This is an optimization exercise on Yosys and OpenROAD, whose aim is small area, a short achievable clock period and few clock cycles per item, not a production implementation. The RTL was checked by simulation tests, not by an equivalence proof against the original design. Power figures rest on the tool's default switching activity, not on a simulated workload.

## flow/design.v (module list and top-level ports; edited modules follow where they fit)
// module booth_kod: 19 lines
// module mul_s1: 4087 lines
// module mul_s2: 1202 lines
// module mul_s3: 552 lines
// module booth_xnor: 3 lines
// module booth_sec: 3 lines
// module gp_hucre: 4 lines
// module g_hucre: 3 lines
// module fa_hucre: 4 lines
// module ha_hucre: 4 lines
// module floating_carpma: 156 lines
module floating_carpma #(
	parameter N_BIT 		= 64,
	parameter EXPONENT 		= 11,
	parameter FRACTION      = 52,
	parameter DURUM_UST_BIT = 105,
	parameter BIAS 			= 1023,
	parameter CS1W          = 530,   
	parameter CS2W          = 207
	)
    (
	input 		clk,
	input 		rst,
	input 		start,
	input 		[N_BIT-1:0] carpan,
	input 		[N_BIT-1:0] carpilan,
	output 		[N_BIT-1:0] sonuc,
	output 		ready,
	output 		done
    );
  // ...
==> flow/run.sh <==
#!/bin/bash
# synth_recipe.tcl (not shown) runs the flow's synth.tcl, then flattens the netlist and writes it again
# the make line also repeats each setting of config.mk as NAME=value (left out here)
make -C /OpenROAD-flow-scripts/flow DESIGN_CONFIG=/design/flow/config.mk WORK_HOME=/design/flow/orfs CLKGATE_MAP_FILE= SYNTH_SCRIPT=/design/flow/synth_recipe.tcl finish
==> flow/config.mk <==
export PLATFORM = sky130hd
export DESIGN_NAME = floating_carpma
export DESIGN_NICKNAME = floating_carpma
export VERILOG_FILES = /design/flow/design.v
export SDC_FILE = /design/flow/constraint.sdc
export NUM_CORES = 4
export LEC_CHECK = 0
export CAP_MARGIN = 20
export CORE_MARGIN = 2
export CORE_UTILIZATION = 45
export CTS_BUF_LIST = sky130_fd_sc_hd__clkbuf_4 sky130_fd_sc_hd__clkbuf_2
export SETUP_SLACK_MARGIN = 3.0
export SLEW_MARGIN = 20
export SYNTH_HIERARCHICAL = 1
export SYNTH_MINIMUM_KEEP_SIZE = 0
==> flow/constraint.sdc <==
create_clock -name core_clock -period 6.0 [get_ports {clk}]
set_input_delay 1.2000 -clock core_clock [delete_from_list [all_inputs] [get_ports {clk}]]
set_output_delay 1.2000 -clock core_clock [all_outputs]
set_load 0.01 [all_outputs]
==> run_results.csv, run 1 <==
group,metric,value,unit
timing,whs,0.215,ns
placement,dp_slack,2.36,ns
layout,final_common_cell,"o22ai_1",
worst_setup_path,rr_endpoint,"cs1_r[233]",
worst_setup_path,worstPathRequired,7.27,ns
worst_setup_path,slowest_stage,"dfxtp_4",
placement,place.gp.congestion,1.01,
worst_setup_path,end_kind,"flop",
pwr,power_frac_seq,0.254,
layout,insertedDiodeCount,24,
floorplanning,rows,161,
timing,period_needed,3.10,ns
drt,routed_wl,339000,um
timing,fin_crit_sh,0.517,
layout,multi_input_area_share,0.616,
layout,design_area,93000,sq um
clock_tree,postCtsResizedCells,444,
layout,fin_nets,9066,
clock_tree,cts_root_buffer,"clkbuf_4",
timing,finalClockSkew,0.189,ns
pwr,p_switching,22.7,mW
placement,placed_area,85400,sq um
layout,regArea,21600,sq um
timing,finalSetupTns,0,ns
clock_tree,cts.sinks,1054,
drt,wl_per_cell,33.5,um
yosys,ys_warn_count,7,
worst_setup_path,critPathLaunchType,"flop",
pwr,leakagePower,37.1,nW
grt,grt_pass1_wl,473000,um
pwr,pg_clk,6.57,mW
timing,slew-limit-headroom,0.230,
status,status,"complete, no violations",
worst_setup_path,cp_common_cell,"fa_1",
clock_tree,cts_made_buffers,312,
worst_setup_path,worstSetupEndpoint,"cs1_r[233]",
hold_path,hold_depth,1,
clock_tree,ctsHoldBuffers,0,
worst_setup_path,crit_arrival,4.37,ns
layout,final_cell_mix,"o22ai_1 (1458), fa_1 (1302), xnor2_1 (1282)",
yosys,syn_area,87400,sq um
Testbench counts, summed over its fixed seeds: cycles 3,232, ops 3,200.
==> module booth_xnor, before the edit <==
module booth_xnor (input [52:0] ma, input neg, output [52:0] axn);
	assign axn = ~(ma ^ {53{neg}});
endmodule
==> run 2, diff against run 1 <==
--- a/flow/design.v
+++ b/flow/design.v
@@ -25,8 +25,8 @@
 	output [529:0] cs
 );
 	wire [53:0] pp0;
-	wire [52:0] axn0;
-	booth_xnor x0 (.ma(ma), .neg(neg[0]), .axn(axn0));
+	wire [51:0] axn0;
+	booth_xnor x0 (.ma(ma[51:0]), .neg(neg[0]), .axn(axn0));
 	booth_sec s0_0 (.x1n(axn0[0]), .x0n(~neg[0]), .onen(onen[0]), .twon(twon[0]), .pp(pp0[0]));
 	booth_sec s0_1 (.x1n(axn0[1]), .x0n(axn0[0]), .onen(onen[0]), .twon(twon[0]), .pp(pp0[1]));
 	booth_sec s0_2 (.x1n(axn0[2]), .x0n(axn0[1]), .onen(onen[0]), .twon(twon[0]), .pp(pp0[2]));
@@ -79,11 +79,11 @@
 	booth_sec s0_49 (.x1n(axn0[49]), .x0n(axn0[48]), .onen(onen[0]), .twon(twon[0]), .pp(pp0[49]));
 	booth_sec s0_50 (.x1n(axn0[50]), .x0n(axn0[49]), .onen(onen[0]), .twon(twon[0]), .pp(pp0[50]));
 	booth_sec s0_51 (.x1n(axn0[51]), .x0n(axn0[50]), .onen(onen[0]), .twon(twon[0]), .pp(pp0[51]));
-	booth_sec s0_52 (.x1n(axn0[52]), .x0n(axn0[51]), .onen(onen[0]), .twon(twon[0]), .pp(pp0[52]));
-	booth_sec s0_53 (.x1n(~neg[0]), .x0n(axn0[52]), .onen(onen[0]), .twon(twon[0]), .pp(pp0[53]));
+	booth_sec s0_52 (.x1n(neg[0]), .x0n(axn0[51]), .onen(onen[0]), .twon(twon[0]), .pp(pp0[52]));
+	booth_sec s0_53 (.x1n(~neg[0]), .x0n(neg[0]), .onen(onen[0]), .twon(twon[0]), .pp(pp0[53]));
 	wire [53:0] pp1;
-	wire [52:0] axn1;
-	booth_xnor x1 (.ma(ma), .neg(neg[1]), .axn(axn1));
+	wire [51:0] axn1;
+	booth_xnor x1 (.ma(ma[51:0]), .neg(neg[1]), .axn(axn1));
 	booth_sec s1_0 (.x1n(axn1[0]), .x0n(~neg[1]), .onen(onen[1]), .twon(twon[1]), .pp(pp1[0]));
 	booth_sec s1_1 (.x1n(axn1[1]), .x0n(axn1[0]), .onen(onen[1]), .twon(twon[1]), .pp(pp1[1]));
 	booth_sec s1_2 (.x1n(axn1[2]), .x0n(axn1[1]), .onen(onen[1]), .twon(twon[1]), .pp(pp1[2]));
@@ -136,11 +136,11 @@
 	booth_sec s1_49 (.x1n(axn1[49]), .x0n(axn1[48]), .onen(onen[1]), .twon(twon[1]), .pp(pp1[49]));
 	booth_sec s1_50 (.x1n(axn1[50]), .x0n(axn1[49]), .onen(onen[1]), .twon(twon[1]), .pp(pp1[50]));
 	booth_sec s1_51 (.x1n(axn1[51]), .x0n(axn1[50]), .onen(onen[1]), .twon(twon[1]), .pp(pp1[51]));
-	booth_sec s1_52 (.x1n(axn1[52]), .x0n(axn1[51]), .onen(onen[1]), .twon(twon[1]), .pp(pp1[52]));
-	booth_sec s1_53 (.x1n(~neg[1]), .x0n(axn1[52]), .onen(onen[1]), .twon(twon[1]), .pp(pp1[53]));
+	booth_sec s1_52 (.x1n(neg[1]), .x0n(axn1[51]), .onen(onen[1]), .twon(twon[1]), .pp(pp1[52]));
+	booth_sec s1_53 (.x1n(~neg[1]), .x0n(neg[1]), .onen(onen[1]), .twon(twon[1]), .pp(pp1[53]));
 	wire [53:0] pp2;
-	wire [52:0] axn2;
-	booth_xnor x2 (.ma(ma), .neg(neg[2]), .axn(axn2));
+	wire [51:0] axn2;
+	booth_xnor x2 (.ma(ma[51:0]), .neg(neg[2]), .axn(axn2));
 	booth_sec s2_0 (.x1n(axn2[0]), .x0n(~neg[2]), .onen(onen[2]), .twon(twon[2]), .pp(pp2[0]));
 	booth_sec s2_1 (.x1n(axn2[1]), .x0n(axn2[0]), .onen(onen[2]), .twon(twon[2]), .pp(pp2[1]));
 	booth_sec s2_2 (.x1n(axn2[2]), .x0n(axn2[1]), .onen(onen[2]), .twon(twon[2]), .pp(pp2[2]));
@@ -193,11 +193,11 @@
 	booth_sec s2_49 (.x1n(axn2[49]), .x0n(axn2[48]), .onen(onen[2]), .twon(twon[2]), .pp(pp2[49]));
 	booth_sec s2_50 (.x1n(axn2[50]), .x0n(axn2[49]), .onen(onen[2]), .twon(twon[2]), .pp(pp2[50]));
 	booth_sec s2_51 (.x1n(axn2[51]), .x0n(axn2[50]), .onen(onen[2]), .twon(twon[2]), .pp(pp2[51]));
-	booth_sec s2_52 (.x1n(axn2[52]), .x0n(axn2[51]), .onen(onen[2]), .twon(twon[2]), .pp(pp2[52]));
-	booth_sec s2_53 (.x1n(~neg[2]), .x0n(axn2[52]), .onen(onen[2]), .twon(twon[2]), .pp(pp2[53]));
+	booth_sec s2_52 (.x1n(neg[2]), .x0n(axn2[51]), .onen(onen[2]), .twon(twon[2]), .pp(pp2[52]));
+	booth_sec s2_53 (.x1n(~neg[2]), .x0n(neg[2]), .onen(onen[2]), .twon(twon[2]), .pp(pp2[53]));
 	wire [53:0] pp3;
-	wire [52:0] axn3;
-	booth_xnor x3 (.ma(ma), .neg(neg[3]), .axn(axn3));
+	wire [51:0] axn3;
+	booth_xnor x3 (.ma(ma[51:0]), .neg(neg[3]), .axn(axn3));
 	booth_sec s3_0 (.x1n(axn3[0]), .x0n(~neg[3]), .onen(onen[3]), .twon(twon[3]), .pp(pp3[0]));
 	booth_sec s3_1 (.x1n(axn3[1]), .x0n(axn3[0]), .onen(onen[3]), .twon(twon[3]), .pp(pp3[1]));
 	booth_sec s3_2 (.x1n(axn3[2]), .x0n(axn3[1]), .onen(onen[3]), .twon(twon[3]), .pp(pp3[2]));
@@ -250,11 +250,11 @@
 	booth_sec s3_49 (.x1n(axn3[49]), .x0n(axn3[48]), .onen(onen[3]), .twon(twon[3]), .pp(pp3[49]));
 	booth_sec s3_50 (.x1n(axn3[50]), .x0n(axn3[49]), .onen(onen[3]), .twon(twon[3]), .pp(pp3[50]));
 	booth_sec s3_51 (.x1n(axn3[51]), .x0n(axn3[50]), .onen(onen[3]), .twon(twon[3]), .pp(pp3[51]));
-	booth_sec s3_52 (.x1n(axn3[52]), .x0n(axn3[51]), .onen(onen[3]), .twon(twon[3]), .pp(pp3[52]));
-	booth_sec s3_53 (.x1n(~neg[3]), .x0n(axn3[52]), .onen(onen[3]), .twon(twon[3]), .pp(pp3[53]));
+	booth_sec s3_52 (.x1n(neg[3]), .x0n(axn3[51]), .onen(onen[3]), .twon(twon[3]), .pp(pp3[52]));
+	booth_sec s3_53 (.x1n(~neg[3]), .x0n(neg[3]), .onen(onen[3]), .twon(twon[3]), .pp(pp3[53]));
 	wire [53:0] pp4;
-	wire [52:0] axn4;
-	booth_xnor x4 (.ma(ma), .neg(neg[4]), .axn(axn4));
+	wire [51:0] axn4;
+	booth_xnor x4 (.ma(ma[51:0]), .neg(neg[4]), .axn(axn4));
 	booth_sec s4_0 (.x1n(axn4[0]), .x0n(~neg[4]), .onen(onen[4]), .twon(twon[4]), .pp(pp4[0]));
 	booth_sec s4_1 (.x1n(axn4[1]), .x0n(axn4[0]), .onen(onen[4]), .twon(twon[4]), .pp(pp4[1]));
 	booth_sec s4_2 (.x1n(axn4[2]), .x0n(axn4[1]), .onen(onen[4]), .twon(twon[4]), .pp(pp4[2]));
@@ -307,11 +307,11 @@
 	booth_sec s4_49 (.x1n(axn4[49]), .x0n(axn4[48]), .onen(onen[4]), .twon(twon[4]), .pp(pp4[49]));
 	booth_sec s4_50 (.x1n(axn4[50]), .x0n(axn4[49]), .onen(onen[4]), .twon(twon[4]), .pp(pp4[50]));
 	booth_sec s4_51 (.x1n(axn4[51]), .x0n(axn4[50]), .onen(onen[4]), .twon(twon[4]), .pp(pp4[51]));
-	booth_sec s4_52 (.x1n(axn4[52]), .x0n(axn4[51]), .onen(onen[4]), .twon(twon[4]), .pp(pp4[52]));
-	booth_sec s4_53 (.x1n(~neg[4]), .x0n(axn4[52]), .onen(onen[4]), .twon(twon[4]), .pp(pp4[53]));
+	booth_sec s4_52 (.x1n(neg[4]), .x0n(axn4[51]), .onen(onen[4]), .twon(twon[4]), .pp(pp4[52]));
+	booth_sec s4_53 (.x1n(~neg[4]), .x0n(neg[4]), .onen(onen[4]), .twon(twon[4]), .pp(pp4[53]));
 	wire [53:0] pp5;
-	wire [52:0] axn5;
-	booth_xnor x5 (.ma(ma), .neg(neg[5]), .axn(axn5));
+	wire [51:0] axn5;
+	booth_xnor x5 (.ma(ma[51:0]), .neg(neg[5]), .axn(axn5));
 	booth_sec s5_0 (.x1n(axn5[0]), .x0n(~neg[5]), .onen(onen[5]), .twon(twon[5]), .pp(pp5[0]));
 	booth_sec s5_1 (.x1n(axn5[1]), .x0n(axn5[0]), .onen(onen[5]), .twon(twon[5]), .pp(pp5[1]));
 	booth_sec s5_2 (.x1n(axn5[2]), .x0n(axn5[1]), .onen(onen[5]), .twon(twon[5]), .pp(pp5[2]));
@@ -364,11 +364,11 @@
 	booth_sec s5_49 (.x1n(axn5[49]), .x0n(axn5[48]), .onen(onen[5]), .twon(twon[5]), .pp(pp5[49]));
 	booth_sec s5_50 (.x1n(axn5[50]), .x0n(axn5[49]), .onen(onen[5]), .twon(twon[5]), .pp(pp5[50]));
 	booth_sec s5_51 (.x1n(axn5[51]), .x0n(axn5[50]), .onen(onen[5]), .twon(twon[5]), .pp(pp5[51]));
-	booth_sec s5_52 (.x1n(axn5[52]), .x0n(axn5[51]), .onen(onen[5]), .twon(twon[5]), .pp(pp5[52]));
-	booth_sec s5_53 (.x1n(~neg[5]), .x0n(axn5[52]), .onen(onen[5]), .twon(twon[5]), .pp(pp5[53]));
+	booth_sec s5_52 (.x1n(neg[5]), .x0n(axn5[51]), .onen(onen[5]), .twon(twon[5]), .pp(pp5[52]));
+	booth_sec s5_53 (.x1n(~neg[5]), .x0n(neg[5]), .onen(onen[5]), .twon(twon[5]), .pp(pp5[53]));
 	wire [53:0] pp6;
-	wire [52:0] axn6;
-	booth_xnor x6 (.ma(ma), .neg(neg[6]), .axn(axn6));
+	wire [51:0] axn6;
+	booth_xnor x6 (.ma(ma[51:0]), .neg(neg[6]), .axn(axn6));
 	booth_sec s6_0 (.x1n(axn6[0]), .x0n(~neg[6]), .onen(onen[6]), .twon(twon[6]), .pp(pp6[0]));
 	booth_sec s6_1 (.x1n(axn6[1]), .x0n(axn6[0]), .onen(onen[6]), .twon(twon[6]), .pp(pp6[1]));
 	booth_sec s6_2 (.x1n(axn6[2]), .x0n(axn6[1]), .onen(onen[6]), .twon(twon[6]), .pp(pp6[2]));
@@ -421,11 +421,11 @@
 	booth_sec s6_49 (.x1n(axn6[49]), .x0n(axn6[48]), .onen(onen[6]), .twon(twon[6]), .pp(pp6[49]));
 	booth_sec s6_50 (.x1n(axn6[50]), .x0n(axn6[49]), .onen(onen[6]), .twon(twon[6]), .pp(pp6[50]));
 	booth_sec s6_51 (.x1n(axn6[51]), .x0n(axn6[50]), .onen(onen[6]), .twon(twon[6]), .pp(pp6[51]));
-	booth_sec s6_52 (.x1n(axn6[52]), .x0n(axn6[51]), .onen(onen[6]), .twon(twon[6]), .pp(pp6[52]));
-	booth_sec s6_53 (.x1n(~neg[6]), .x0n(axn6[52]), .onen(onen[6]), .twon(twon[6]), .pp(pp6[53]));
+	booth_sec s6_52 (.x1n(neg[6]), .x0n(axn6[51]), .onen(onen[6]), .twon(twon[6]), .pp(pp6[52]));
+	booth_sec s6_53 (.x1n(~neg[6]), .x0n(neg[6]), .onen(onen[6]), .twon(twon[6]), .pp(pp6[53]));
 	wire [53:0] pp7;
-	wire [52:0] axn7;
-	booth_xnor x7 (.ma(ma), .neg(neg[7]), .axn(axn7));
+	wire [51:0] axn7;
+	booth_xnor x7 (.ma(ma[51:0]), .neg(neg[7]), .axn(axn7));
 	booth_sec s7_0 (.x1n(axn7[0]), .x0n(~neg[7]), .onen(onen[7]), .twon(twon[7]), .pp(pp7[0]));
 	booth_sec s7_1 (.x1n(axn7[1]), .x0n(axn7[0]), .onen(onen[7]), .twon(twon[7]), .pp(pp7[1]));
 	booth_sec s7_2 (.x1n(axn7[2]), .x0n(axn7[1]), .onen(onen[7]), .twon(twon[7]), .pp(pp7[2]));
@@ -478,11 +478,11 @@
 	booth_sec s7_49 (.x1n(axn7[49]), .x0n(axn7[48]), .onen(onen[7]), .twon(twon[7]), .pp(pp7[49]));
 	booth_sec s7_50 (.x1n(axn7[50]), .x0n(axn7[49]), .onen(onen[7]), .twon(twon[7]), .pp(pp7[50]));
 	booth_sec s7_51 (.x1n(axn7[51]), .x0n(axn7[50]), .onen(onen[7]), .twon(twon[7]), .pp(pp7[51]));
-	booth_sec s7_52 (.x1n(axn7[52]), .x0n(axn7[51]), .onen(onen[7]), .twon(twon[7]), .pp(pp7[52]));
-	booth_sec s7_53 (.x1n(~neg[7]), .x0n(axn7[52]), .onen(onen[7]), .twon(twon[7]), .pp(pp7[53]));
+	booth_sec s7_52 (.x1n(neg[7]), .x0n(axn7[51]), .onen(onen[7]), .twon(twon[7]), .pp(pp7[52]));
+	booth_sec s7_53 (.x1n(~neg[7]), .x0n(neg[7]), .onen(onen[7]), .twon(twon[7]), .pp(pp7[53]));
 	wire [53:0] pp8;
-	wire [52:0] axn8;
-	booth_xnor x8 (.ma(ma), .neg(neg[8]), .axn(axn8));
+	wire [51:0] axn8;
+	booth_xnor x8 (.ma(ma[51:0]), .neg(neg[8]), .axn(axn8));
 	booth_sec s8_0 (.x1n(axn8[0]), .x0n(~neg[8]), .onen(onen[8]), .twon(twon[8]), .pp(pp8[0]));
 	booth_sec s8_1 (.x1n(axn8[1]), .x0n(axn8[0]), .onen(onen[8]), .twon(twon[8]), .pp(pp8[1]));
 	booth_sec s8_2 (.x1n(axn8[2]), .x0n(axn8[1]), .onen(onen[8]), .twon(twon[8]), .pp(pp8[2]));
@@ -535,11 +535,11 @@
 	booth_sec s8_49 (.x1n(axn8[49]), .x0n(axn8[48]), .onen(onen[8]), .twon(twon[8]), .pp(pp8[49]));
 	booth_sec s8_50 (.x1n(axn8[50]), .x0n(axn8[49]), .onen(onen[8]), .twon(twon[8]), .pp(pp8[50]));
 	booth_sec s8_51 (.x1n(axn8[51]), .x0n(axn8[50]), .onen(onen[8]), .twon(twon[8]), .pp(pp8[51]));
-	booth_sec s8_52 (.x1n(axn8[52]), .x0n(axn8[51]), .onen(onen[8]), .twon(twon[8]), .pp(pp8[52]));
-	booth_sec s8_53 (.x1n(~neg[8]), .x0n(axn8[52]), .onen(onen[8]), .twon(twon[8]), .pp(pp8[53]));
+	booth_sec s8_52 (.x1n(neg[8]), .x0n(axn8[51]), .onen(onen[8]), .twon(twon[8]), .pp(pp8[52]));
+	booth_sec s8_53 (.x1n(~neg[8]), .x0n(neg[8]), .onen(onen[8]), .twon(twon[8]), .pp(pp8[53]));
 	wire [53:0] pp9;
-	wire [52:0] axn9;
-	booth_xnor x9 (.ma(ma), .neg(neg[9]), .axn(axn9));
+	wire [51:0] axn9;
+	booth_xnor x9 (.ma(ma[51:0]), .neg(neg[9]), .axn(axn9));
 	booth_sec s9_0 (.x1n(axn9[0]), .x0n(~neg[9]), .onen(onen[9]), .twon(twon[9]), .pp(pp9[0]));
 	booth_sec s9_1 (.x1n(axn9[1]), .x0n(axn9[0]), .onen(onen[9]), .twon(twon[9]), .pp(pp9[1]));
 	booth_sec s9_2 (.x1n(axn9[2]), .x0n(axn9[1]), .onen(onen[9]), .twon(twon[9]), .pp(pp9[2]));
@@ -592,11 +592,11 @@
 	booth_sec s9_49 (.x1n(axn9[49]), .x0n(axn9[48]), .onen(onen[9]), .twon(twon[9]), .pp(pp9[49]));
 	booth_sec s9_50 (.x1n(axn9[50]), .x0n(axn9[49]), .onen(onen[9]), .twon(twon[9]), .pp(pp9[50]));
 	booth_sec s9_51 (.x1n(axn9[51]), .x0n(axn9[50]), .onen(onen[9]), .twon(twon[9]), .pp(pp9[51]));
-	booth_sec s9_52 (.x1n(axn9[52]), .x0n(axn9[51]), .onen(onen[9]), .twon(twon[9]), .pp(pp9[52]));
-	booth_sec s9_53 (.x1n(~neg[9]), .x0n(axn9[52]), .onen(onen[9]), .twon(twon[9]), .pp(pp9[53]));
+	booth_sec s9_52 (.x1n(neg[9]), .x0n(axn9[51]), .onen(onen[9]), .twon(twon[9]), .pp(pp9[52]));
+	booth_sec s9_53 (.x1n(~neg[9]), .x0n(neg[9]), .onen(onen[9]), .twon(twon[9]), .pp(pp9[53]));
 	wire [53:0] pp10;
-	wire [52:0] axn10;
-	booth_xnor x10 (.ma(ma), .neg(neg[10]), .axn(axn10));
+	wire [51:0] axn10;
+	booth_xnor x10 (.ma(ma[51:0]), .neg(neg[10]), .axn(axn10));
 	booth_sec s10_0 (.x1n(axn10[0]), .x0n(~neg[10]), .onen(onen[10]), .twon(twon[10]), .pp(pp10[0]));
 	booth_sec s10_1 (.x1n(axn10[1]), .x0n(axn10[0]), .onen(onen[10]), .twon(twon[10]), .pp(pp10[1]));
 	booth_sec s10_2 (.x1n(axn10[2]), .x0n(axn10[1]), .onen(onen[10]), .twon(twon[10]), .pp(pp10[2]));
@@ -649,11 +649,11 @@
 	booth_sec s10_49 (.x1n(axn10[49]), .x0n(axn10[48]), .onen(onen[10]), .twon(twon[10]), .pp(pp10[49]));
 	booth_sec s10_50 (.x1n(axn10[50]), .x0n(axn10[49]), .onen(onen[10]), .twon(twon[10]), .pp(pp10[50]));
 	booth_sec s10_51 (.x1n(axn10[51]), .x0n(axn10[50]), .onen(onen[10]), .twon(twon[10]), .pp(pp10[51]));
-	booth_sec s10_52 (.x1n(axn10[52]), .x0n(axn10[51]), .onen(onen[10]), .twon(twon[10]), .pp(pp10[52]));
-	booth_sec s10_53 (.x1n(~neg[10]), .x0n(axn10[52]), .onen(onen[10]), .twon(twon[10]), .pp(pp10[53]));
+	booth_sec s10_52 (.x1n(neg[10]), .x0n(axn10[51]), .onen(onen[10]), .twon(twon[10]), .pp(pp10[52]));
+	booth_sec s10_53 (.x1n(~neg[10]), .x0n(neg[10]), .onen(onen[10]), .twon(twon[10]), .pp(pp10[53]));
 	wire [53:0] pp11;
-	wire [52:0] axn11;
-	booth_xnor x11 (.ma(ma), .neg(neg[11]), .axn(axn11));
+	wire [51:0] axn11;
+	booth_xnor x11 (.ma(ma[51:0]), .neg(neg[11]), .axn(axn11));
 	booth_sec s11_0 (.x1n(axn11[0]), .x0n(~neg[11]), .onen(onen[11]), .twon(twon[11]), .pp(pp11[0]));
 	booth_sec s11_1 (.x1n(axn11[1]), .x0n(axn11[0]), .onen(onen[11]), .twon(twon[11]), .pp(pp11[1]));
 	booth_sec s11_2 (.x1n(axn11[2]), .x0n(axn11[1]), .onen(onen[11]), .twon(twon[11]), .pp(pp11[2]));
@@ -706,11 +706,11 @@
 	booth_sec s11_49 (.x1n(axn11[49]), .x0n(axn11[48]), .onen(onen[11]), .twon(twon[11]), .pp(pp11[49]));
 	booth_sec s11_50 (.x1n(axn11[50]), .x0n(axn11[49]), .onen(onen[11]), .twon(twon[11]), .pp(pp11[50]));
 	booth_sec s11_51 (.x1n(axn11[51]), .x0n(axn11[50]), .onen(onen[11]), .twon(twon[11]), .pp(pp11[51]));
-	booth_sec s11_52 (.x1n(axn11[52]), .x0n(axn11[51]), .onen(onen[11]), .twon(twon[11]), .pp(pp11[52]));
-	booth_sec s11_53 (.x1n(~neg[11]), .x0n(axn11[52]), .onen(onen[11]), .twon(twon[11]), .pp(pp11[53]));
+	booth_sec s11_52 (.x1n(neg[11]), .x0n(axn11[51]), .onen(onen[11]), .twon(twon[11]), .pp(pp11[52]));
+	booth_sec s11_53 (.x1n(~neg[11]), .x0n(neg[11]), .onen(onen[11]), .twon(twon[11]), .pp(pp11[53]));
 	wire [53:0] pp12;
-	wire [52:0] axn12;
-	booth_xnor x12 (.ma(ma), .neg(neg[12]), .axn(axn12));
+	wire [51:0] axn12;
+	booth_xnor x12 (.ma(ma[51:0]), .neg(neg[12]), .axn(axn12));
 	booth_sec s12_0 (.x1n(axn12[0]), .x0n(~neg[12]), .onen(onen[12]), .twon(twon[12]), .pp(pp12[0]));
 	booth_sec s12_1 (.x1n(axn12[1]), .x0n(axn12[0]), .onen(onen[12]), .twon(twon[12]), .pp(pp12[1]));
 	booth_sec s12_2 (.x1n(axn12[2]), .x0n(axn12[1]), .onen(onen[12]), .twon(twon[12]), .pp(pp12[2]));
@@ -763,11 +763,11 @@
 	booth_sec s12_49 (.x1n(axn12[49]), .x0n(axn12[48]), .onen(onen[12]), .twon(twon[12]), .pp(pp12[49]));
 	booth_sec s12_50 (.x1n(axn12[50]), .x0n(axn12[49]), .onen(onen[12]), .twon(twon[12]), .pp(pp12[50]));
 	booth_sec s12_51 (.x1n(axn12[51]), .x0n(axn12[50]), .onen(onen[12]), .twon(twon[12]), .pp(pp12[51]));
-	booth_sec s12_52 (.x1n(axn12[52]), .x0n(axn12[51]), .onen(onen[12]), .twon(twon[12]), .pp(pp12[52]));
-	booth_sec s12_53 (.x1n(~neg[12]), .x0n(axn12[52]), .onen(onen[12]), .twon(twon[12]), .pp(pp12[53]));
+	booth_sec s12_52 (.x1n(neg[12]), .x0n(axn12[51]), .onen(onen[12]), .twon(twon[12]), .pp(pp12[52]));
+	booth_sec s12_53 (.x1n(~neg[12]), .x0n(neg[12]), .onen(onen[12]), .twon(twon[12]), .pp(pp12[53]));
 	wire [53:0] pp13;
-	wire [52:0] axn13;
-	booth_xnor x13 (.ma(ma), .neg(neg[13]), .axn(axn13));
+	wire [51:0] axn13;
+	booth_xnor x13 (.ma(ma[51:0]), .neg(neg[13]), .axn(axn13));
 	booth_sec s13_0 (.x1n(axn13[0]), .x0n(~neg[13]), .onen(onen[13]), .twon(twon[13]), .pp(pp13[0]));
 	booth_sec s13_1 (.x1n(axn13[1]), .x0n(axn13[0]), .onen(onen[13]), .twon(twon[13]), .pp(pp13[1]));
 	booth_sec s13_2 (.x1n(axn13[2]), .x0n(axn13[1]), .onen(onen[13]), .twon(twon[13]), .pp(pp13[2]));
@@ -820,11 +820,11 @@
 	booth_sec s13_49 (.x1n(axn13[49]), .x0n(axn13[48]), .onen(onen[13]), .twon(twon[13]), .pp(pp13[49]));
 	booth_sec s13_50 (.x1n(axn13[50]), .x0n(axn13[49]), .onen(onen[13]), .twon(twon[13]), .pp(pp13[50]));
 	booth_sec s13_51 (.x1n(axn13[51]), .x0n(axn13[50]), .onen(onen[13]), .twon(twon[13]), .pp(pp13[51]));
-	booth_sec s13_52 (.x1n(axn13[52]), .x0n(axn13[51]), .onen(onen[13]), .twon(twon[13]), .pp(pp13[52]));
-	booth_sec s13_53 (.x1n(~neg[13]), .x0n(axn13[52]), .onen(onen[13]), .twon(twon[13]), .pp(pp13[53]));
+	booth_sec s13_52 (.x1n(neg[13]), .x0n(axn13[51]), .onen(onen[13]), .twon(twon[13]), .pp(pp13[52]));
+	booth_sec s13_53 (.x1n(~neg[13]), .x0n(neg[13]), .onen(onen[13]), .twon(twon[13]), .pp(pp13[53]));
 	wire [53:0] pp14;
-	wire [52:0] axn14;
-	booth_xnor x14 (.ma(ma), .neg(neg[14]), .axn(axn14));
+	wire [51:0] axn14;
+	booth_xnor x14 (.ma(ma[51:0]), .neg(neg[14]), .axn(axn14));
 	booth_sec s14_0 (.x1n(axn14[0]), .x0n(~neg[14]), .onen(onen[14]), .twon(twon[14]), .pp(pp14[0]));
 	booth_sec s14_1 (.x1n(axn14[1]), .x0n(axn14[0]), .onen(onen[14]), .twon(twon[14]), .pp(pp14[1]));
 	booth_sec s14_2 (.x1n(axn14[2]), .x0n(axn14[1]), .onen(onen[14]), .twon(twon[14]), .pp(pp14[2]));
@@ -877,11 +877,11 @@
 	booth_sec s14_49 (.x1n(axn14[49]), .x0n(axn14[48]), .onen(onen[14]), .twon(twon[14]), .pp(pp14[49]));
 	booth_sec s14_50 (.x1n(axn14[50]), .x0n(axn14[49]), .onen(onen[14]), .twon(twon[14]), .pp(pp14[50]));
 	booth_sec s14_51 (.x1n(axn14[51]), .x0n(axn14[50]), .onen(onen[14]), .twon(twon[14]), .pp(pp14[51]));
-	booth_sec s14_52 (.x1n(axn14[52]), .x0n(axn14[51]), .onen(onen[14]), .twon(twon[14]), .pp(pp14[52]));
-	booth_sec s14_53 (.x1n(~neg[14]), .x0n(axn14[52]), .onen(onen[14]), .twon(twon[14]), .pp(pp14[53]));
+	booth_sec s14_52 (.x1n(neg[14]), .x0n(axn14[51]), .onen(onen[14]), .twon(twon[14]), .pp(pp14[52]));
+	booth_sec s14_53 (.x1n(~neg[14]), .x0n(neg[14]), .onen(onen[14]), .twon(twon[14]), .pp(pp14[53]));
 	wire [53:0] pp15;
-	wire [52:0] axn15;
-	booth_xnor x15 (.ma(ma), .neg(neg[15]), .axn(axn15));
+	wire [51:0] axn15;
+	booth_xnor x15 (.ma(ma[51:0]), .neg(neg[15]), .axn(axn15));
 	booth_sec s15_0 (.x1n(axn15[0]), .x0n(~neg[15]), .onen(onen[15]), .twon(twon[15]), .pp(pp15[0]));
 	booth_sec s15_1 (.x1n(axn15[1]), .x0n(axn15[0]), .onen(onen[15]), .twon(twon[15]), .pp(pp15[1]));
 	booth_sec s15_2 (.x1n(axn15[2]), .x0n(axn15[1]), .onen(onen[15]), .twon(twon[15]), .pp(pp15[2]));
@@ -934,11 +934,11 @@
 	booth_sec s15_49 (.x1n(axn15[49]), .x0n(axn15[48]), .onen(onen[15]), .twon(twon[15]), .pp(pp15[49]));
 	booth_sec s15_50 (.x1n(axn15[50]), .x0n(axn15[49]), .onen(onen[15]), .twon(twon[15]), .pp(pp15[50]));
 	booth_sec s15_51 (.x1n(axn15[51]), .x0n(axn15[50]), .onen(onen[15]), .twon(twon[15]), .pp(pp15[51]));
-	booth_sec s15_52 (.x1n(axn15[52]), .x0n(axn15[51]), .onen(onen[15]), .twon(twon[15]), .pp(pp15[52]));
-	booth_sec s15_53 (.x1n(~neg[15]), .x0n(axn15[52]), .onen(onen[15]), .twon(twon[15]), .pp(pp15[53]));
+	booth_sec s15_52 (.x1n(neg[15]), .x0n(axn15[51]), .onen(onen[15]), .twon(twon[15]), .pp(pp15[52]));
+	booth_sec s15_53 (.x1n(~neg[15]), .x0n(neg[15]), .onen(onen[15]), .twon(twon[15]), .pp(pp15[53]));
 	wire [53:0] pp16;
-	wire [52:0] axn16;
-	booth_xnor x16 (.ma(ma), .neg(neg[16]), .axn(axn16));
+	wire [51:0] axn16;
+	booth_xnor x16 (.ma(ma[51:0]), .neg(neg[16]), .axn(axn16));
 	booth_sec s16_0 (.x1n(axn16[0]), .x0n(~neg[16]), .onen(onen[16]), .twon(twon[16]), .pp(pp16[0]));
 	booth_sec s16_1 (.x1n(axn16[1]), .x0n(axn16[0]), .onen(onen[16]), .twon(twon[16]), .pp(pp16[1]));
 	booth_sec s16_2 (.x1n(axn16[2]), .x0n(axn16[1]), .onen(onen[16]), .twon(twon[16]), .pp(pp16[2]));
@@ -991,11 +991,11 @@
 	booth_sec s16_49 (.x1n(axn16[49]), .x0n(axn16[48]), .onen(onen[16]), .twon(twon[16]), .pp(pp16[49]));
 	booth_sec s16_50 (.x1n(axn16[50]), .x0n(axn16[49]), .onen(onen[16]), .twon(twon[16]), .pp(pp16[50]));
 	booth_sec s16_51 (.x1n(axn16[51]), .x0n(axn16[50]), .onen(onen[16]), .twon(twon[16]), .pp(pp16[51]));
-	booth_sec s16_52 (.x1n(axn16[52]), .x0n(axn16[51]), .onen(onen[16]), .twon(twon[16]), .pp(pp16[52]));
-	booth_sec s16_53 (.x1n(~neg[16]), .x0n(axn16[52]), .onen(onen[16]), .twon(twon[16]), .pp(pp16[53]));
+	booth_sec s16_52 (.x1n(neg[16]), .x0n(axn16[51]), .onen(onen[16]), .twon(twon[16]), .pp(pp16[52]));
+	booth_sec s16_53 (.x1n(~neg[16]), .x0n(neg[16]), .onen(onen[16]), .twon(twon[16]), .pp(pp16[53]));
 	wire [53:0] pp17;
-	wire [52:0] axn17;
-	booth_xnor x17 (.ma(ma), .neg(neg[17]), .axn(axn17));
+	wire [51:0] axn17;
+	booth_xnor x17 (.ma(ma[51:0]), .neg(neg[17]), .axn(axn17));
 	booth_sec s17_0 (.x1n(axn17[0]), .x0n(~neg[17]), .onen(onen[17]), .twon(twon[17]), .pp(pp17[0]));
 	booth_sec s17_1 (.x1n(axn17[1]), .x0n(axn17[0]), .onen(onen[17]), .twon(twon[17]), .pp(pp17[1]));
 	booth_sec s17_2 (.x1n(axn17[2]), .x0n(axn17[1]), .onen(onen[17]), .twon(twon[17]), .pp(pp17[2]));
@@ -1048,11 +1048,11 @@
 	booth_sec s17_49 (.x1n(axn17[49]), .x0n(axn17[48]), .onen(onen[17]), .twon(twon[17]), .pp(pp17[49]));
 	booth_sec s17_50 (.x1n(axn17[50]), .x0n(axn17[49]), .onen(onen[17]), .twon(twon[17]), .pp(pp17[50]));
 	booth_sec s17_51 (.x1n(axn17[51]), .x0n(axn17[50]), .onen(onen[17]), .twon(twon[17]), .pp(pp17[51]));
-	booth_sec s17_52 (.x1n(axn17[52]), .x0n(axn17[51]), .onen(onen[17]), .twon(twon[17]), .pp(pp17[52]));
-	booth_sec s17_53 (.x1n(~neg[17]), .x0n(axn17[52]), .onen(onen[17]), .twon(twon[17]), .pp(pp17[53]));
+	booth_sec s17_52 (.x1n(neg[17]), .x0n(axn17[51]), .onen(onen[17]), .twon(twon[17]), .pp(pp17[52]));
+	booth_sec s17_53 (.x1n(~neg[17]), .x0n(neg[17]), .onen(onen[17]), .twon(twon[17]), .pp(pp17[53]));
 	wire [53:0] pp18;
-	wire [52:0] axn18;
-	booth_xnor x18 (.ma(ma), .neg(neg[18]), .axn(axn18));
+	wire [51:0] axn18;
+	booth_xnor x18 (.ma(ma[51:0]), .neg(neg[18]), .axn(axn18));
 	booth_sec s18_0 (.x1n(axn18[0]), .x0n(~neg[18]), .onen(onen[18]), .twon(twon[18]), .pp(pp18[0]));
 	booth_sec s18_1 (.x1n(axn18[1]), .x0n(axn18[0]), .onen(onen[18]), .twon(twon[18]), .pp(pp18[1]));
 	booth_sec s18_2 (.x1n(axn18[2]), .x0n(axn18[1]), .onen(onen[18]), .twon(twon[18]), .pp(pp18[2]));
@@ -1105,11 +1105,11 @@
 	booth_sec s18_49 (.x1n(axn18[49]), .x0n(axn18[48]), .onen(onen[18]), .twon(twon[18]), .pp(pp18[49]));
 	booth_sec s18_50 (.x1n(axn18[50]), .x0n(axn18[49]), .onen(onen[18]), .twon(twon[18]), .pp(pp18[50]));
 	booth_sec s18_51 (.x1n(axn18[51]), .x0n(axn18[50]), .onen(onen[18]), .twon(twon[18]), .pp(pp18[51]));
-	booth_sec s18_52 (.x1n(axn18[52]), .x0n(axn18[51]), .onen(onen[18]), .twon(twon[18]), .pp(pp18[52]));
-	booth_sec s18_53 (.x1n(~neg[18]), .x0n(axn18[52]), .onen(onen[18]), .twon(twon[18]), .pp(pp18[53]));
+	booth_sec s18_52 (.x1n(neg[18]), .x0n(axn18[51]), .onen(onen[18]), .twon(twon[18]), .pp(pp18[52]));
+	booth_sec s18_53 (.x1n(~neg[18]), .x0n(neg[18]), .onen(onen[18]), .twon(twon[18]), .pp(pp18[53]));
 	wire [53:0] pp19;
-	wire [52:0] axn19;
-	booth_xnor x19 (.ma(ma), .neg(neg[19]), .axn(axn19));
+	wire [51:0] axn19;
+	booth_xnor x19 (.ma(ma[51:0]), .neg(neg[19]), .axn(axn19));
 	booth_sec s19_0 (.x1n(axn19[0]), .x0n(~neg[19]), .onen(onen[19]), .twon(twon[19]), .pp(pp19[0]));
 	booth_sec s19_1 (.x1n(axn19[1]), .x0n(axn19[0]), .onen(onen[19]), .twon(twon[19]), .pp(pp19[1]));
 	booth_sec s19_2 (.x1n(axn19[2]), .x0n(axn19[1]), .onen(onen[19]), .twon(twon[19]), .pp(pp19[2]));
@@ -1162,11 +1162,11 @@
 	booth_sec s19_49 (.x1n(axn19[49]), .x0n(axn19[48]), .onen(onen[19]), .twon(twon[19]), .pp(pp19[49]));
 	booth_sec s19_50 (.x1n(axn19[50]), .x0n(axn19[49]), .onen(onen[19]), .twon(twon[19]), .pp(pp19[50]));
 	booth_sec s19_51 (.x1n(axn19[51]), .x0n(axn19[50]), .onen(onen[19]), .twon(twon[19]), .pp(pp19[51]));
-	booth_sec s19_52 (.x1n(axn19[52]), .x0n(axn19[51]), .onen(onen[19]), .twon(twon[19]), .pp(pp19[52]));
-	booth_sec s19_53 (.x1n(~neg[19]), .x0n(axn19[52]), .onen(onen[19]), .twon(twon[19]), .pp(pp19[53]));
+	booth_sec s19_52 (.x1n(neg[19]), .x0n(axn19[51]), .onen(onen[19]), .twon(twon[19]), .pp(pp19[52]));
+	booth_sec s19_53 (.x1n(~neg[19]), .x0n(neg[19]), .onen(onen[19]), .twon(twon[19]), .pp(pp19[53]));
 	wire [53:0] pp20;
-	wire [52:0] axn20;
-	booth_xnor x20 (.ma(ma), .neg(neg[20]), .axn(axn20));
+	wire [51:0] axn20;
+	booth_xnor x20 (.ma(ma[51:0]), .neg(neg[20]), .axn(axn20));
 	booth_sec s20_0 (.x1n(axn20[0]), .x0n(~neg[20]), .onen(onen[20]), .twon(twon[20]), .pp(pp20[0]));
 	booth_sec s20_1 (.x1n(axn20[1]), .x0n(axn20[0]), .onen(onen[20]), .twon(twon[20]), .pp(pp20[1]));
 	booth_sec s20_2 (.x1n(axn20[2]), .x0n(axn20[1]), .onen(onen[20]), .twon(twon[20]), .pp(pp20[2]));
@@ -1219,11 +1219,11 @@
 	booth_sec s20_49 (.x1n(axn20[49]), .x0n(axn20[48]), .onen(onen[20]), .twon(twon[20]), .pp(pp20[49]));
 	booth_sec s20_50 (.x1n(axn20[50]), .x0n(axn20[49]), .onen(onen[20]), .twon(twon[20]), .pp(pp20[50]));
 	booth_sec s20_51 (.x1n(axn20[51]), .x0n(axn20[50]), .onen(onen[20]), .twon(twon[20]), .pp(pp20[51]));
-	booth_sec s20_52 (.x1n(axn20[52]), .x0n(axn20[51]), .onen(onen[20]), .twon(twon[20]), .pp(pp20[52]));
-	booth_sec s20_53 (.x1n(~neg[20]), .x0n(axn20[52]), .onen(onen[20]), .twon(twon[20]), .pp(pp20[53]));
+	booth_sec s20_52 (.x1n(neg[20]), .x0n(axn20[51]), .onen(onen[20]), .twon(twon[20]), .pp(pp20[52]));
+	booth_sec s20_53 (.x1n(~neg[20]), .x0n(neg[20]), .onen(onen[20]), .twon(twon[20]), .pp(pp20[53]));
 	wire [53:0] pp21;
-	wire [52:0] axn21;
-	booth_xnor x21 (.ma(ma), .neg(neg[21]), .axn(axn21));
+	wire [51:0] axn21;
+	booth_xnor x21 (.ma(ma[51:0]), .neg(neg[21]), .axn(axn21));
 	booth_sec s21_0 (.x1n(axn21[0]), .x0n(~neg[21]), .onen(onen[21]), .twon(twon[21]), .pp(pp21[0]));
 	booth_sec s21_1 (.x1n(axn21[1]), .x0n(axn21[0]), .onen(onen[21]), .twon(twon[21]), .pp(pp21[1]));
 	booth_sec s21_2 (.x1n(axn21[2]), .x0n(axn21[1]), .onen(onen[21]), .twon(twon[21]), .pp(pp21[2]));
@@ -1276,11 +1276,11 @@
 	booth_sec s21_49 (.x1n(axn21[49]), .x0n(axn21[48]), .onen(onen[21]), .twon(twon[21]), .pp(pp21[49]));
 	booth_sec s21_50 (.x1n(axn21[50]), .x0n(axn21[49]), .onen(onen[21]), .twon(twon[21]), .pp(pp21[50]));
 	booth_sec s21_51 (.x1n(axn21[51]), .x0n(axn21[50]), .onen(onen[21]), .twon(twon[21]), .pp(pp21[51]));
-	booth_sec s21_52 (.x1n(axn21[52]), .x0n(axn21[51]), .onen(onen[21]), .twon(twon[21]), .pp(pp21[52]));
-	booth_sec s21_53 (.x1n(~neg[21]), .x0n(axn21[52]), .onen(onen[21]), .twon(twon[21]), .pp(pp21[53]));
+	booth_sec s21_52 (.x1n(neg[21]), .x0n(axn21[51]), .onen(onen[21]), .twon(twon[21]), .pp(pp21[52]));
+	booth_sec s21_53 (.x1n(~neg[21]), .x0n(neg[21]), .onen(onen[21]), .twon(twon[21]), .pp(pp21[53]));
 	wire [53:0] pp22;
-	wire [52:0] axn22;
-	booth_xnor x22 (.ma(ma), .neg(neg[22]), .axn(axn22));
+	wire [51:0] axn22;
+	booth_xnor x22 (.ma(ma[51:0]), .neg(neg[22]), .axn(axn22));
 	booth_sec s22_0 (.x1n(axn22[0]), .x0n(~neg[22]), .onen(onen[22]), .twon(twon[22]), .pp(pp22[0]));
 	booth_sec s22_1 (.x1n(axn22[1]), .x0n(axn22[0]), .onen(onen[22]), .twon(twon[22]), .pp(pp22[1]));
 	booth_sec s22_2 (.x1n(axn22[2]), .x0n(axn22[1]), .onen(onen[22]), .twon(twon[22]), .pp(pp22[2]));
@@ -1333,11 +1333,11 @@
 	booth_sec s22_49 (.x1n(axn22[49]), .x0n(axn22[48]), .onen(onen[22]), .twon(twon[22]), .pp(pp22[49]));
 	booth_sec s22_50 (.x1n(axn22[50]), .x0n(axn22[49]), .onen(onen[22]), .twon(twon[22]), .pp(pp22[50]));
 	booth_sec s22_51 (.x1n(axn22[51]), .x0n(axn22[50]), .onen(onen[22]), .twon(twon[22]), .pp(pp22[51]));
-	booth_sec s22_52 (.x1n(axn22[52]), .x0n(axn22[51]), .onen(onen[22]), .twon(twon[22]), .pp(pp22[52]));
-	booth_sec s22_53 (.x1n(~neg[22]), .x0n(axn22[52]), .onen(onen[22]), .twon(twon[22]), .pp(pp22[53]));
+	booth_sec s22_52 (.x1n(neg[22]), .x0n(axn22[51]), .onen(onen[22]), .twon(twon[22]), .pp(pp22[52]));
+	booth_sec s22_53 (.x1n(~neg[22]), .x0n(neg[22]), .onen(onen[22]), .twon(twon[22]), .pp(pp22[53]));
 	wire [53:0] pp23;
-	wire [52:0] axn23;
-	booth_xnor x23 (.ma(ma), .neg(neg[23]), .axn(axn23));
+	wire [51:0] axn23;
+	booth_xnor x23 (.ma(ma[51:0]), .neg(neg[23]), .axn(axn23));
 	booth_sec s23_0 (.x1n(axn23[0]), .x0n(~neg[23]), .onen(onen[23]), .twon(twon[23]), .pp(pp23[0]));
 	booth_sec s23_1 (.x1n(axn23[1]), .x0n(axn23[0]), .onen(onen[23]), .twon(twon[23]), .pp(pp23[1]));
 	booth_sec s23_2 (.x1n(axn23[2]), .x0n(axn23[1]), .onen(onen[23]), .twon(twon[23]), .pp(pp23[2]));
@@ -1390,11 +1390,11 @@
 	booth_sec s23_49 (.x1n(axn23[49]), .x0n(axn23[48]), .onen(onen[23]), .twon(twon[23]), .pp(pp23[49]));
 	booth_sec s23_50 (.x1n(axn23[50]), .x0n(axn23[49]), .onen(onen[23]), .twon(twon[23]), .pp(pp23[50]));
 	booth_sec s23_51 (.x1n(axn23[51]), .x0n(axn23[50]), .onen(onen[23]), .twon(twon[23]), .pp(pp23[51]));
-	booth_sec s23_52 (.x1n(axn23[52]), .x0n(axn23[51]), .onen(onen[23]), .twon(twon[23]), .pp(pp23[52]));
-	booth_sec s23_53 (.x1n(~neg[23]), .x0n(axn23[52]), .onen(onen[23]), .twon(twon[23]), .pp(pp23[53]));
+	booth_sec s23_52 (.x1n(neg[23]), .x0n(axn23[51]), .onen(onen[23]), .twon(twon[23]), .pp(pp23[52]));
+	booth_sec s23_53 (.x1n(~neg[23]), .x0n(neg[23]), .onen(onen[23]), .twon(twon[23]), .pp(pp23[53]));
 	wire [53:0] pp24;
-	wire [52:0] axn24;
-	booth_xnor x24 (.ma(ma), .neg(neg[24]), .axn(axn24));
+	wire [51:0] axn24;
+	booth_xnor x24 (.ma(ma[51:0]), .neg(neg[24]), .axn(axn24));
 	booth_sec s24_0 (.x1n(axn24[0]), .x0n(~neg[24]), .onen(onen[24]), .twon(twon[24]), .pp(pp24[0]));
 	booth_sec s24_1 (.x1n(axn24[1]), .x0n(axn24[0]), .onen(onen[24]), .twon(twon[24]), .pp(pp24[1]));
 	booth_sec s24_2 (.x1n(axn24[2]), .x0n(axn24[1]), .onen(onen[24]), .twon(twon[24]), .pp(pp24[2]));
@@ -1447,11 +1447,11 @@
 	booth_sec s24_49 (.x1n(axn24[49]), .x0n(axn24[48]), .onen(onen[24]), .twon(twon[24]), .pp(pp24[49]));
 	booth_sec s24_50 (.x1n(axn24[50]), .x0n(axn24[49]), .onen(onen[24]), .twon(twon[24]), .pp(pp24[50]));
 	booth_sec s24_51 (.x1n(axn24[51]), .x0n(axn24[50]), .onen(onen[24]), .twon(twon[24]), .pp(pp24[51]));
-	booth_sec s24_52 (.x1n(axn24[52]), .x0n(axn24[51]), .onen(onen[24]), .twon(twon[24]), .pp(pp24[52]));
-	booth_sec s24_53 (.x1n(~neg[24]), .x0n(axn24[52]), .onen(onen[24]), .twon(twon[24]), .pp(pp24[53]));
+	booth_sec s24_52 (.x1n(neg[24]), .x0n(axn24[51]), .onen(onen[24]), .twon(twon[24]), .pp(pp24[52]));
+	booth_sec s24_53 (.x1n(~neg[24]), .x0n(neg[24]), .onen(onen[24]), .twon(twon[24]), .pp(pp24[53]));
 	wire [53:0] pp25;
-	wire [52:0] axn25;
-	booth_xnor x25 (.ma(ma), .neg(neg[25]), .axn(axn25));
+	wire [51:0] axn25;
+	booth_xnor x25 (.ma(ma[51:0]), .neg(neg[25]), .axn(axn25));
 	booth_sec s25_0 (.x1n(axn25[0]), .x0n(~neg[25]), .onen(onen[25]), .twon(twon[25]), .pp(pp25[0]));
 	booth_sec s25_1 (.x1n(axn25[1]), .x0n(axn25[0]), .onen(onen[25]), .twon(twon[25]), .pp(pp25[1]));
 	booth_sec s25_2 (.x1n(axn25[2]), .x0n(axn25[1]), .onen(onen[25]), .twon(twon[25]), .pp(pp25[2]));
@@ -1504,10 +1504,10 @@
 	booth_sec s25_49 (.x1n(axn25[49]), .x0n(axn25[48]), .onen(onen[25]), .twon(twon[25]), .pp(pp25[49]));
 	booth_sec s25_50 (.x1n(axn25[50]), .x0n(axn25[49]), .onen(onen[25]), .twon(twon[25]), .pp(pp25[50]));
 	booth_sec s25_51 (.x1n(axn25[51]), .x0n(axn25[50]), .onen(onen[25]), .twon(twon[25]), .pp(pp25[51]));
-	booth_sec s25_52 (.x1n(axn25[52]), .x0n(axn25[51]), .onen(onen[25]), .twon(twon[25]), .pp(pp25[52]));
-	booth_sec s25_53 (.x1n(~neg[25]), .x0n(axn25[52]), .onen(onen[25]), .twon(twon[25]), .pp(pp25[53]));
+	booth_sec s25_52 (.x1n(neg[25]), .x0n(axn25[51]), .onen(onen[25]), .twon(twon[25]), .pp(pp25[52]));
+	booth_sec s25_53 (.x1n(~neg[25]), .x0n(neg[25]), .onen(onen[25]), .twon(twon[25]), .pp(pp25[53]));
 	wire [53:0] pp26;
-	booth_sec s26_0 (.x1n(~ma[0]), .x0n(1'b1), .onen(onen[26]), .twon(twon[26]), .pp(pp26[0]));
+	assign pp26[0] = ~((onen[26] | ~ma[0]) & (twon[26] | 1'b1));
 	booth_sec s26_1 (.x1n(~ma[1]), .x0n(~ma[0]), .onen(onen[26]), .twon(twon[26]), .pp(pp26[1]));
 	booth_sec s26_2 (.x1n(~ma[2]), .x0n(~ma[1]), .onen(onen[26]), .twon(twon[26]), .pp(pp26[2]));
 	booth_sec s26_3 (.x1n(~ma[3]), .x0n(~ma[2]), .onen(onen[26]), .twon(twon[26]), .pp(pp26[3]));
@@ -1559,8 +1559,8 @@
 	booth_sec s26_49 (.x1n(~ma[49]), .x0n(~ma[48]), .onen(onen[26]), .twon(twon[26]), .pp(pp26[49]));
 	booth_sec s26_50 (.x1n(~ma[50]), .x0n(~ma[49]), .onen(onen[26]), .twon(twon[26]), .pp(pp26[50]));
 	booth_sec s26_51 (.x1n(~ma[51]), .x0n(~ma[50]), .onen(onen[26]), .twon(twon[26]), .pp(pp26[51]));
-	booth_sec s26_52 (.x1n(~ma[52]), .x0n(~ma[51]), .onen(onen[26]), .twon(twon[26]), .pp(pp26[52]));
-	booth_sec s26_53 (.x1n(1'b1), .x0n(~ma[52]), .onen(onen[26]), .twon(twon[26]), .pp(pp26[53]));
+	assign pp26[52] = ~((onen[26] | 1'b0) & (twon[26] | ~ma[51]));
+	assign pp26[53] = ~((onen[26] | 1'b1) & (twon[26] | 1'b0));
 	wire t1, t2;
 	fa_hucre ft1 (.a(pp0[2]), .b(pp1[0]), .c(neg[1]), .s(t1), .co(t2));
 	wire t3, t4;
@@ -5858,8 +5858,8 @@
 	wire v492 = rw[206] ^ v491;
 	assign phi = {v492, v490, v488, v486, v484, v482, v480, v478, v476, v474, v472, v470, v468, v466, v464, v462, v460, v458, v456, v454, v452, v450, v448, v446, v444, v442, v440, v438, v436, v434, v432, v430, v428, v426, v424, v422, v420, v418, v416, v414, v412, v410, v408, v406, v404, v402, v400, v398, v396, v394, v392, v390, v388, v386};
 endmodule
-module booth_xnor (input [52:0] ma, input neg, output [52:0] axn);
-	assign axn = ~(ma ^ {53{neg}});
+module booth_xnor (input [51:0] ma, input neg, output [51:0] axn);
+	assign axn = ~(ma ^ {52{neg}});
 endmodule
 module booth_sec (input x1n, input x0n, input onen, input twon, output pp);
 	assign pp = ~((onen | x1n) & (twon | x0n));
--- a/flow/config.mk
+++ b/flow/config.mk
@@ -8,7 +8,7 @@
 export CAP_MARGIN = 20
 export CORE_MARGIN = 2
 export CORE_UTILIZATION = 45
-export CTS_BUF_LIST = sky130_fd_sc_hd__clkbuf_4 sky130_fd_sc_hd__clkbuf_2
+export CTS_BUF_LIST = sky130_fd_sc_hd__clkbuf_8 sky130_fd_sc_hd__clkbuf_4
 export SETUP_SLACK_MARGIN = 3.0
 export SLEW_MARGIN = 20
 export SYNTH_HIERARCHICAL = 1
==> run_results.csv, run 2 <==
group,metric,value,unit
pwr,total_power,53.0,mW
clock_tree,cts.clk_slew.worst_paths,0.06,ns
worst_setup_path,slowest_stage,"xor2_1",
worst_setup_path,worstSetupEndpoint,"phi_r[17]",
timing,period_needed,3.16,ns
worst_setup_path,worstPathRequired,6.80,ns
worst_setup_path,cpPeakStageDelay,0.47,ns
grt,globalRouteTotalUtil,0.318,
timing,tightest_slew,1.09,ns
layout,largest_reg_flops,530,
timing,finalClockSkew,0.0787,ns
worst_setup_path,critPathKind,"flop to flop",
timing,setup_viol,0,
status,status,"complete, no violations",
floorplanning,fp.dieW,444,um
placement,dp_hpwl,210000,um
clock_tree,cts.sinks,1054,
drt,via_per_inst,6.40,
yosys,syn_area_per_cell,11.7,sq um
yosys,syn_area,87100,sq um
grt,grt_pass1_wl,454000,um
timing,hold_viol,0,
worst_setup_path,ff2ff_path_depth,9,
pwr,peakVddDrop,0.461,mV
layout,final_common_cell,"o22ai_1",
layout,top_register,"cs1_r",
floorplanning,initial_core_util,0.453,
floorplanning,die_area,197000,sq um
worst_setup_path,rrSetupSlack,2.84,ns
yosys,ys_warn_count,7,
pwr,p_per_area,569,nW/um^2
worst_setup_path,cp_num_buf_inv,1,
grt,antenna_found_initial,12,
worst_setup_path,crit_path_cell_trace,"a21o_1, a21o_1, a21o_1, a21o_1, a21o_1, a21o_2, clkbuf_8, a21o_1, xor2_1",
drt,drtPass1Iterations,11,
timing,fmax,0.317,GHz
timing,slew-limit-headroom,0.272,
drt,drc,0,
layout,area_growth,6.93,%
clock_tree,cts_root_buffer,"clkbuf_8",
placement,place_inst,9310,
layout,drive_above_1_share,0.133,
layout,final_cell_mix,"o22ai_1 (1452), fa_1 (1303), xnor2_1 (1257)",
worst_setup_path,worstPathMaxFanout,54,
layout,fin_nets,8894,
hold_path,hp-class,"flop to flop",
worst_setup_path,rr_endpoint,"phi_r[17]",
clock_tree,cts_tree,"yes",
placement,io_buffers,195,
grt,grt_max_degree,61,
drt,wl_per_cell,32.6,um
timing,finalSetupTns,0,ns
worst_setup_path,critPathLaunchType,"flop",
floorplanning,num_io_pins,197,
clock_tree,ctsHoldBuffers,0,
worst_setup_path,worstSetupPathDepth,9,
grt,grt-ovfl-total,0,
worst_setup_path,crit_family,"compound AO/OA/AOI/OAI gates",
drt,vias,63421,
worst_setup_path,cp_common_cell,"a21o_1",
yosys,syn_inst,7424,
layout,n_fill_cell,17135,
grt,grt_pass1_vias,65431,
placement,placed_area,85100,sq um
drt,ant_nets,0,
drt,routed_wl,323000,um
timing,maxSlewViolCount,0,
timing,rsz0062_at_grt,"yes",
floorplanning,die_h,444,um
worst_setup_path,crit_arrival,3.96,ns
clock_tree,clk_path_buf_depth,3,
drt,drt_iter0_drc,10145,
timing,fin_crit_sh,0.527,
clock_tree,cts_made_buffers,190,
worst_setup_path,setup.worst_path.start,"cs2_r[0]",
floorplanning,core,192000,sq um
pwr,leakagePower,37.0,nW
floorplanning,rows,161,
layout,stdcell_count,9905,
placement,place.gp.congestion,0.998,
clock_tree,htree_levels,4,
worst_setup_path,end_kind,"flop",
flow_run,max-cap-violations,0,
layout,design_area,93200,sq um
clock_tree,clk_latency,1.01,ns
layout,biggestRegsByFlops,"cs1_r (530), cs2_r (206), sonuc_ (64)",
worst_setup_path,reg2reg_from,"cs2_r[0]",
[run 2: what timing repair did]
item,4_1_cts,5_1_grt
pin swaps,0,1
cloned,1,1
setup buffers,169,69
endpoints found under the setup margin,527,135
resized for setup,196,44
[run 2: metal layers]
layer	wire length (um)	track usage	vias up
met5	705	0.0181	-
met4	28200	0.224	21
met3	48600	0.140	1498
met2	129000	0.447	5665
met1	116000	0.386	31335
li1	-	-	24902
[run 2: final cells by class]
| cell class | count | area (sq um) | area share |
|---|---|---|---|
| multi-input combinational | 5197 | 56900 | 0.611 |
| sequential | 1054 | 21500 | 0.231 |
| timing repair buffer | 566 | 6300 | 0.0677 |
| clock buffer | 291 | 3640 | 0.0390 |
| tap | 2526 | 3160 | 0.0339 |
| clock inverter | 58 | 807 | 0.00866 |
| inverter | 207 | 777 | 0.00834 |
| antenna | 6 | 15.0 | 0.000161 |
[run 2: worst min path at each step]
stage          slack (ns)  endpoint  cells past startpoint     start
6_report             0.31  cs2_r[5]                      0  cs1_r[5]
5_1_grt              0.32  us3_r[4]                      0  us2_r[4]
4_1_cts              0.31  cs2_r[5]                      0  cs1_r[5]
3_5_place_dp         0.31    nan3_r                      0    nan2_r
3_3_place_gp         0.31  us3_r[1]                      0  us2_r[1]
2_1_floorplan        0.31    inf2_r                      0    inf1_r
[run 2: where the power goes]
part	total [mW]	internal [mW]	switching, mW	leakage, nW
registers	13.2	11.1	2.08	8.89
logic	32.0	14.6	17.4	25.8
clock network	7.86	4.53	3.33	2.34
[run 2: worst register-to-register path, cell delays in order, from the launching register on]
cell and delay, ns:
dfxtp_1 0.31, a21o_1 0.28, a21o_1 0.23, a21o_1 0.20, a21o_1 0.22, a21o_1 0.32
a21o_2 0.26, clkbuf_8 0.29, a21o_1 0.41, xor2_1 0.47
[run 2: through the flow]
| step | setup WS (ns) | hold slack (ns) | utilization |
|---|---|---|---|
| after global placement | 2.17 | 0.310 | 0.443 |
| after CTS | 3.00 | 0.312 | 0.479 |
| after floorplan | 3.01 | 0.310 | - |
| after detailed placement | 2.32 | 0.312 | 0.443 |
| after global routing | 2.97 | 0.321 | 0.484 |
| final | 2.84 | 0.307 | 0.484 |
Testbench counts of run 2, summed over its fixed seeds: cycles 3,232, ops 3,200.

==> separate check: timing with driven ports <==
The results above use ideal ports. As a check the final layouts listed here were re-extracted and re-timed, cells and wires unchanged.
Step 1, drivers: a clkbuf_16 drives clk and a buf_2 each remaining input, both assumed.
Step 2 times the ports against the registers' clock, not the clock port: input delays grow and output delays shrink by t, the midpoint of the rising clock arrivals with the driver on.
Three values: ideal ports, drivers, drivers and shift; two values: the first two.
run | shift t [ns] | slack for setup (ns) | hold slack, ns | clock arrival spread, ns | worst slew at a driven data input, ns
run 1 | 1.519 | 2.895 / 2.856 / 2.280 | 0.215 / 0.145 / 0.305 | 0.196 / 0.196 | 0.18
run 2 | 1.056 | 2.841 / 2.841 / 2.320 | 0.307 / 0.307 / 0.307 | 0.096 / 0.096 | 0.30
After both steps every run listed still meets setup and hold. For run 1, which loses most, drivers alone change the setup slack by -0.039 ns; drivers and shift together by -0.615 ns.
